What follows belongs to an exercise in optimizing a design on an open flow for small area; a production flow would make more cautious choices. No functional check of the RTL was part of this run. Power figures rest on the tool's default switching activity, not on a simulated workload.

$ cat design.v
module xor_gate(
    input logic [7:0] A,
    input logic [7:0] B,
    output logic [7:0] Y
);
    assign Y = A^B;
endmodule
`timescale 1ns/1ps
module xor_encrypt(
        input logic clk,
        input logic valid_in,
        input logic [7:0] key,
        input logic [255:0] code,
        output logic [255:0] code_out,
        output logic valid_out
);
logic [255:0] d;    
logic [255:0] r;    
logic [7:0] p0;
logic [7:0] bs1_2;
logic [7:0] p1;
logic [7:0] p2;
logic [7:0] p3;
logic [7:0] bs4_5;
logic [7:0] p4;
logic [7:0] p5;
logic [7:0] bs6_7;
logic [7:0] p6;
logic [7:0] p7;
logic [7:0] bs8_9;
logic [7:0] p8;
logic [7:0] p9;
logic [7:0] bs10_11;
logic [7:0] p10;
logic [7:0] p11;
logic [7:0] bs12_13;
logic [7:0] p12;
logic [7:0] p13;
logic [7:0] bs14_15;
logic [7:0] p14;
logic [7:0] p15;
logic [7:0] bs16_17;
logic [7:0] p16;
logic [7:0] p17;
logic [7:0] bs18_19;
logic [7:0] p18;
logic [7:0] p19;
logic [7:0] p20;
logic [7:0] bs21_22;
logic [7:0] bs23_24;
logic [7:0] bs25_26;
logic [7:0] bs27_28;
logic [7:0] bs29_30;
logic [7:0] q21;
logic [7:0] q22;
logic [7:0] q23;
logic [7:0] q24;
logic [7:0] q25;
logic [7:0] q26;
logic [7:0] q27;
logic [7:0] q28;
logic [7:0] q29;
logic [7:0] q30;
logic [7:0] q31;
xor_gate u_p0 (.A(key), .B(code[7:0]), .Y(p0));
xor_gate u_bs1_2 (.A(code[15:8]), .B(code[23:16]), .Y(bs1_2));
xor_gate u_p1 (.A(p0), .B(code[15:8]), .Y(p1));
xor_gate u_p2 (.A(p0), .B(bs1_2), .Y(p2));
xor_gate u_p3 (.A(p2), .B(code[31:24]), .Y(p3));
xor_gate u_bs4_5 (.A(code[39:32]), .B(code[47:40]), .Y(bs4_5));
xor_gate u_p4 (.A(p3), .B(code[39:32]), .Y(p4));
xor_gate u_p5 (.A(p3), .B(bs4_5), .Y(p5));
xor_gate u_bs6_7 (.A(code[55:48]), .B(code[63:56]), .Y(bs6_7));
xor_gate u_p6 (.A(p5), .B(code[55:48]), .Y(p6));
xor_gate u_p7 (.A(p5), .B(bs6_7), .Y(p7));
xor_gate u_bs8_9 (.A(code[71:64]), .B(code[79:72]), .Y(bs8_9));
xor_gate u_p8 (.A(p7), .B(code[71:64]), .Y(p8));
xor_gate u_p9 (.A(p7), .B(bs8_9), .Y(p9));
xor_gate u_bs10_11 (.A(code[87:80]), .B(code[95:88]), .Y(bs10_11));
xor_gate u_p10 (.A(p9), .B(code[87:80]), .Y(p10));
xor_gate u_p11 (.A(p9), .B(bs10_11), .Y(p11));
xor_gate u_bs12_13 (.A(code[103:96]), .B(code[111:104]), .Y(bs12_13));
xor_gate u_p12 (.A(p11), .B(code[103:96]), .Y(p12));
xor_gate u_p13 (.A(p11), .B(bs12_13), .Y(p13));
xor_gate u_bs14_15 (.A(code[119:112]), .B(code[127:120]), .Y(bs14_15));
xor_gate u_p14 (.A(p13), .B(code[119:112]), .Y(p14));
xor_gate u_p15 (.A(p13), .B(bs14_15), .Y(p15));
xor_gate u_bs16_17 (.A(code[135:128]), .B(code[143:136]), .Y(bs16_17));
xor_gate u_p16 (.A(p15), .B(code[135:128]), .Y(p16));
xor_gate u_p17 (.A(p15), .B(bs16_17), .Y(p17));
xor_gate u_bs18_19 (.A(code[151:144]), .B(code[159:152]), .Y(bs18_19));
xor_gate u_p18 (.A(p17), .B(code[151:144]), .Y(p18));
xor_gate u_p19 (.A(p17), .B(bs18_19), .Y(p19));
xor_gate u_p20 (.A(p19), .B(code[167:160]), .Y(p20));
xor_gate u_bs21_22 (.A(code[175:168]), .B(code[183:176]), .Y(bs21_22));
xor_gate u_bs23_24 (.A(code[191:184]), .B(code[199:192]), .Y(bs23_24));
xor_gate u_bs25_26 (.A(code[207:200]), .B(code[215:208]), .Y(bs25_26));
xor_gate u_bs27_28 (.A(code[223:216]), .B(code[231:224]), .Y(bs27_28));
xor_gate u_bs29_30 (.A(code[239:232]), .B(code[247:240]), .Y(bs29_30));
xor_gate u_q21 (.A(r[167:160]), .B(r[175:168]), .Y(q21));
xor_gate u_q22 (.A(r[167:160]), .B(r[183:176]), .Y(q22));
xor_gate u_q23 (.A(q22), .B(r[191:184]), .Y(q23));
xor_gate u_q24 (.A(q22), .B(r[199:192]), .Y(q24));
xor_gate u_q25 (.A(q24), .B(r[207:200]), .Y(q25));
xor_gate u_q26 (.A(q24), .B(r[215:208]), .Y(q26));
xor_gate u_q27 (.A(q26), .B(r[223:216]), .Y(q27));
xor_gate u_q28 (.A(q26), .B(r[231:224]), .Y(q28));
xor_gate u_q29 (.A(q28), .B(r[239:232]), .Y(q29));
xor_gate u_q30 (.A(q28), .B(r[247:240]), .Y(q30));
xor_gate u_q31 (.A(q30), .B(r[255:248]), .Y(q31));
assign d[7:0] = p0;
assign d[15:8] = p1;
assign d[23:16] = p2;
assign d[31:24] = p3;
assign d[39:32] = p4;
assign d[47:40] = p5;
assign d[55:48] = p6;
assign d[63:56] = p7;
assign d[71:64] = p8;
assign d[79:72] = p9;
assign d[87:80] = p10;
assign d[95:88] = p11;
assign d[103:96] = p12;
assign d[111:104] = p13;
assign d[119:112] = p14;
assign d[127:120] = p15;
assign d[135:128] = p16;
assign d[143:136] = p17;
assign d[151:144] = p18;
assign d[159:152] = p19;
assign d[167:160] = p20;
assign d[175:168] = code[175:168];
assign d[183:176] = bs21_22;
assign d[191:184] = code[191:184];
assign d[199:192] = bs23_24;
assign d[207:200] = code[207:200];
assign d[215:208] = bs25_26;
assign d[223:216] = code[223:216];
assign d[231:224] = bs27_28;
assign d[239:232] = code[239:232];
assign d[247:240] = bs29_30;
assign d[255:248] = code[255:248];
always_ff @(posedge clk) begin
    valid_out <= valid_in;
end
always_ff @(posedge clk) begin
    if (valid_in) r <= d;
end
assign code_out[7:0] = r[7:0];
assign code_out[15:8] = r[15:8];
assign code_out[23:16] = r[23:16];
assign code_out[31:24] = r[31:24];
assign code_out[39:32] = r[39:32];
assign code_out[47:40] = r[47:40];
assign code_out[55:48] = r[55:48];
assign code_out[63:56] = r[63:56];
assign code_out[71:64] = r[71:64];
assign code_out[79:72] = r[79:72];
assign code_out[87:80] = r[87:80];
assign code_out[95:88] = r[95:88];
assign code_out[103:96] = r[103:96];
assign code_out[111:104] = r[111:104];
assign code_out[119:112] = r[119:112];
assign code_out[127:120] = r[127:120];
assign code_out[135:128] = r[135:128];
assign code_out[143:136] = r[143:136];
assign code_out[151:144] = r[151:144];
assign code_out[159:152] = r[159:152];
assign code_out[167:160] = r[167:160];
assign code_out[175:168] = q21;
assign code_out[183:176] = q22;
assign code_out[191:184] = q23;
assign code_out[199:192] = q24;
assign code_out[207:200] = q25;
assign code_out[215:208] = q26;
assign code_out[223:216] = q27;
assign code_out[231:224] = q28;
assign code_out[239:232] = q29;
assign code_out[247:240] = q30;
assign code_out[255:248] = q31;
endmodule
$ cat flow/run.sh
#!/bin/bash
# Own layout flow: the standard flow (standard synthesis unchanged), with the port
# buffers that global placement inserts on every input and output made the smallest
# buffer, sky130_fd_sc_hd__buf_1, instead of the default pick. Everything else is as in
# the standard flow. make's full output goes to flow_make.log in this folder; ORFS
# writes each step's log under orfs/logs/.
set -euo pipefail
export BUFFER_PORTS_ARGS="-buffer_cell sky130_fd_sc_hd__buf_1"
export POST_GLOBAL_PLACE_TCL="$PWD/flow/post_gpl.tcl"
bash standard.sh finish > flow_make.log 2>&1
test -f out/final.def
$ cat flow/post_gpl.tcl
# Post global placement hook.
# Drop the buffers that timing-driven global placement added (instances named place*),
# reconnecting their loads to the buffer's input net.
proc drop_place_buffers {} {
  set n 0
  foreach inst [get_cells -quiet place*] {
    set ref [get_property $inst ref_name]
    if { ![regexp {^sky130_fd_sc_hd__(buf|clkbuf)_[0-9]+$} $ref] } { continue }
    set name [get_full_name $inst]
    set in_net [get_nets -of_objects [get_pins $name/A]]
    set out_net [get_nets -of_objects [get_pins $name/X]]
    set loads {}
    foreach pin [get_pins -quiet -of_objects $out_net] {
      if { [get_full_name $pin] != "$name/X" } { lappend loads $pin }
    }
    if { [llength [get_ports -quiet -of_objects $out_net]] > 0 } { continue }
    disconnect_pin $in_net [get_pins $name/A]
    disconnect_pin $out_net [get_pins $name/X]
    foreach pin $loads {
      disconnect_pin $out_net $pin
      connect_pin $in_net $pin
    }
    delete_instance $inst
    delete_net $out_net
    incr n
  }
  puts "Dropped $n placement buffers."
}
drop_place_buffers
$ cat standard.sh
#!/bin/bash
# synth_recipe.tcl (not shown) runs the flow's synth.tcl, then flattens the netlist and writes it again
# the make line also repeats each setting of config.mk as NAME=value (left out here)
make -C /OpenROAD-flow-scripts/flow DESIGN_CONFIG=/design/flow/config.mk WORK_HOME=/design/flow/orfs CLKGATE_MAP_FILE= SYNTH_SCRIPT=/design/flow/synth_recipe.tcl "${@:-finish}"
$ cat config.mk
export PLATFORM = sky130hd
export DESIGN_NAME = xor_encrypt
export DESIGN_NICKNAME = xor_encrypt
export VERILOG_FILES = /design/flow/design.v
export SDC_FILE = /design/flow/constraint.sdc
export NUM_CORES = 4
export LEC_CHECK = 0
export CAP_MARGIN = 20
export CORE_MARGIN = 2
export CORE_UTILIZATION = 40
export CTS_BUF_LIST = sky130_fd_sc_hd__clkbuf_16
export CTS_CLUSTER_DIAMETER = 120
export CTS_CLUSTER_SIZE = 30
export SLEW_MARGIN = 20
export SYNTH_HIERARCHICAL = 1
export SYNTH_MINIMUM_KEEP_SIZE = 0
$ cat constraint.sdc
create_clock -name core_clock -period 4.0 [get_ports {clk}]
set_input_delay 0.8000 -clock core_clock [delete_from_list [all_inputs] [get_ports {clk}]]
set_output_delay 0.8000 -clock core_clock [all_outputs]
set_load 0.01 [all_outputs]
==> out/results.txt <==
Synth Area in XOR/XNOR: 0.264
DR iter-0 viols: 398
Total CTS buffers: 12
Synth cell types: 4
Clock sinks: 257
H-tree levels: 1
Slowest cell on crit path: xor2_2
# rows: 63
GRT Util Overall: 0.164
Hold Buf Count CTS: 0
Design area: 14300 sq um
Worst Path Required: 4240 ps
First-pass GRT wire length: 39000 um
Final Hold Vio Count: 0
Routed Antenna Nets: 0
Sequential-to-total area share from yosys stat: 0.632
Die height: 179 um
Largest net degree at the start of global routing: 156
Worst Hold Class: in2reg
Adder-cell area share of the yosys netlist: 0
Root Driver: clkbuf_16
Fin Hold WS: 471 ps
Residual DRC: 0
Net count after synthesis: 1059
Compound-cell area share of the yosys netlist: 0
Vias per cell: 4.27
Setup CP Type: in2reg
Status: complete, no violations
Worst-Margin Slew: 860 ps
Worst-path clk slew: 120 ps
Post-synthesis mux area share: 0
Core Footprint: 29800 sq um
Mapped Area: 12200 sq um
Largest family of logic cells by synthesized area: XOR/XNOR gates
IO Count: 523
DR WL/cell: 18.0 um
Avg Inst Size Synth: 15.4 sq um
Worst Path Max Fanout: 3
Worst path cell trace: buf_1, xor2_2, xor2_1, xor2_2, xor2_2, xor2_2, xor2_2, xor2_2, xor2_2, xor2_2, xor2_2, xor2_1, xor2_1
Seq. cell area: 7710 sq um
DR pass1 iterations: 4
Synth warn: 7
Post-Synthesis Cells: 793
Area Overhead vs Synth: 17.5%
Footprint of the multi-input gates: 3730 sq um
Setup_tns: 0 ps
Share of cells above drive strength 1: 0.0752
Nets: 1432
Critical path data arrival time: 4050 ps
Final Total Pwr: 9.85 mW
Maximum clock insertion buffer count: 3
Final wirelength: 28100 um
Delay of the slowest critical-path stage: 320 ps
Synth Area in Simple Gates: 0
PortBufs: 522
FF+latch count, synth: 257
TritonCTS clock tree: done
Final min period: 3800 ps
Max-cap violations: 0
Setup violators final: 0
Vias: 6677
GR Overflow Total: 0
Post-DP HPWL: 22600 um
Initial Utilization: 0.409
LEAKAGE: 5.03 nW
Dpl cell area: 13500 sq um
Family with the most delay on the worst path: XOR/XNOR gates
Pwr/cell area: 687 nW/um^2
Die width: 179 um
CP Buf/Inv Count: 1
Slew Viols, Final: 0
Most used cell, CP: xor2_2
Slew HR: 0.427
Vias in the first global route: 6530
Final period util: 0.950
Initial antenna violation count: 1
Final Util: 0.481
Fillcell total: 2717
Fmax: 263 MHz
DIE AREA: 31900 sq um
Worst VDD drop: 0.000352 V
Element type at the critical path start: input port
CP endpoint kind: flop
## final cells by class
cell class	instances	area share
flip-flops and latches	257	0.538
multi-input cells	368	0.261
repair buffers	527	0.142
well taps	390	0.0341
clock buffers	13	0.0227
clock inverters	5	0.00218
diodes	2	0.000349
## layout by cell type, fill, tap and decap left out
cell | netlist | routed
buf_1 | 0 | 521
xor2_1 | 368 | 300
edfxtp_1 | 256 | 256
xor2_2 | 0 | 68
buf_4 | 168 | 4
buf_16 | 0 | 1
diode_2 | 0 | 2
clkbuf_16 | 0 | 14
dfxtp_1 | 1 | 1
inv_1 | 0 | 4
clkinv_8 | 0 | 1
## state kept, by name, summed over array words and instances (netlist names)
signal     cells
r            256
valid_out      1
## modules after synthesis, one instance, submodules excluded
| module | times used | cell area [sq um] |
|---|---|---|
| xor_encrypt | 1 | 8970 |
| xor_gate | 46 | 70.1 |
## synthesized netlist by cell type
| master | number | area (sq um) |
|---|---|---|
| buf_4 | 168 | 1260 |
| dfxtp_1 | 1 | 20.0 |
| edfxtp_1 | 256 | 7690 |
| xor2_1 | 368 | 3220 |
## path summary, 6_finish.rpt
kind	from	to	slack (ps)	cells after the start
hold / removal	code[255]	r[255]$_DFFE_PP_	470	1
setup / recovery	key[2]	r[162]$_DFFE_PP_	200	13
## per-stage QoR
stage          setup slack, ps  std cells
6_report                   198       1562
2_1_floorplan             8.61        793
5_1_grt                  -49.8       1561
3_3_place_gp              -257       1614
3_5_place_dp             -1170       1538
4_1_cts                  0.777       1559
## cells by family (layout without fill, tap and decap cells)
logic type | after synthesis | count (layout)
xor+xnor | 368 | 368
buf+inv | 168 | 545
flops | 257 | 257
other cells | 0 | 2
## report_power, final
group / switching, mW / internal, mW
Clock: 0.834 / 0.602
Combinational: 2.76 / 1.40
Sequential: 0.252 / 4.01
Total: 3.84 / 6.00
## per-layer routing
metal | part of all wire | global-route usage
met3 | 0.082 | 0.0445
met1 | 0.37 | 0.194
met5 | 0 | 0
met2 | 0.53 | 0.295
met4 | 0.017 | 0.0366
## what timing repair did
| item | CTS | global route |
|---|---|---|
| pin swaps | 18 | 10 |
| buffers inserted | 3 | 1 |
| setup endpoints to repair | 17 | 22 |
| gates resized for setup | 25 | 35 |

## what the ideal ports hide
Ports are ideal in the flow. The routed layout listed here was re-timed in OpenROAD. Step 1: set_driving_cell puts a clkbuf_16 on clk and a buf_2 on each other input, an assumption about the parent block. Step 2 times the ports against the registers' clock, not the clock port: input delays grow and output delays shrink by t, the midpoint of the rising clock arrivals with the driver on. Three values: ideal, step 1, step 2; two values: the first two.
shift t [ns]: 0.525
setup slack, ns: 0.198 / 0.217 / -0.302
clock arrival spread, ns: 0.027 / 0.028
cell pins on the clock port's net: 1
With both steps, setup timing fails in this run, where it was met with ideal ports. For this run, drivers alone change the setup slack by +0.019 ns; drivers and shift together by -0.500 ns.
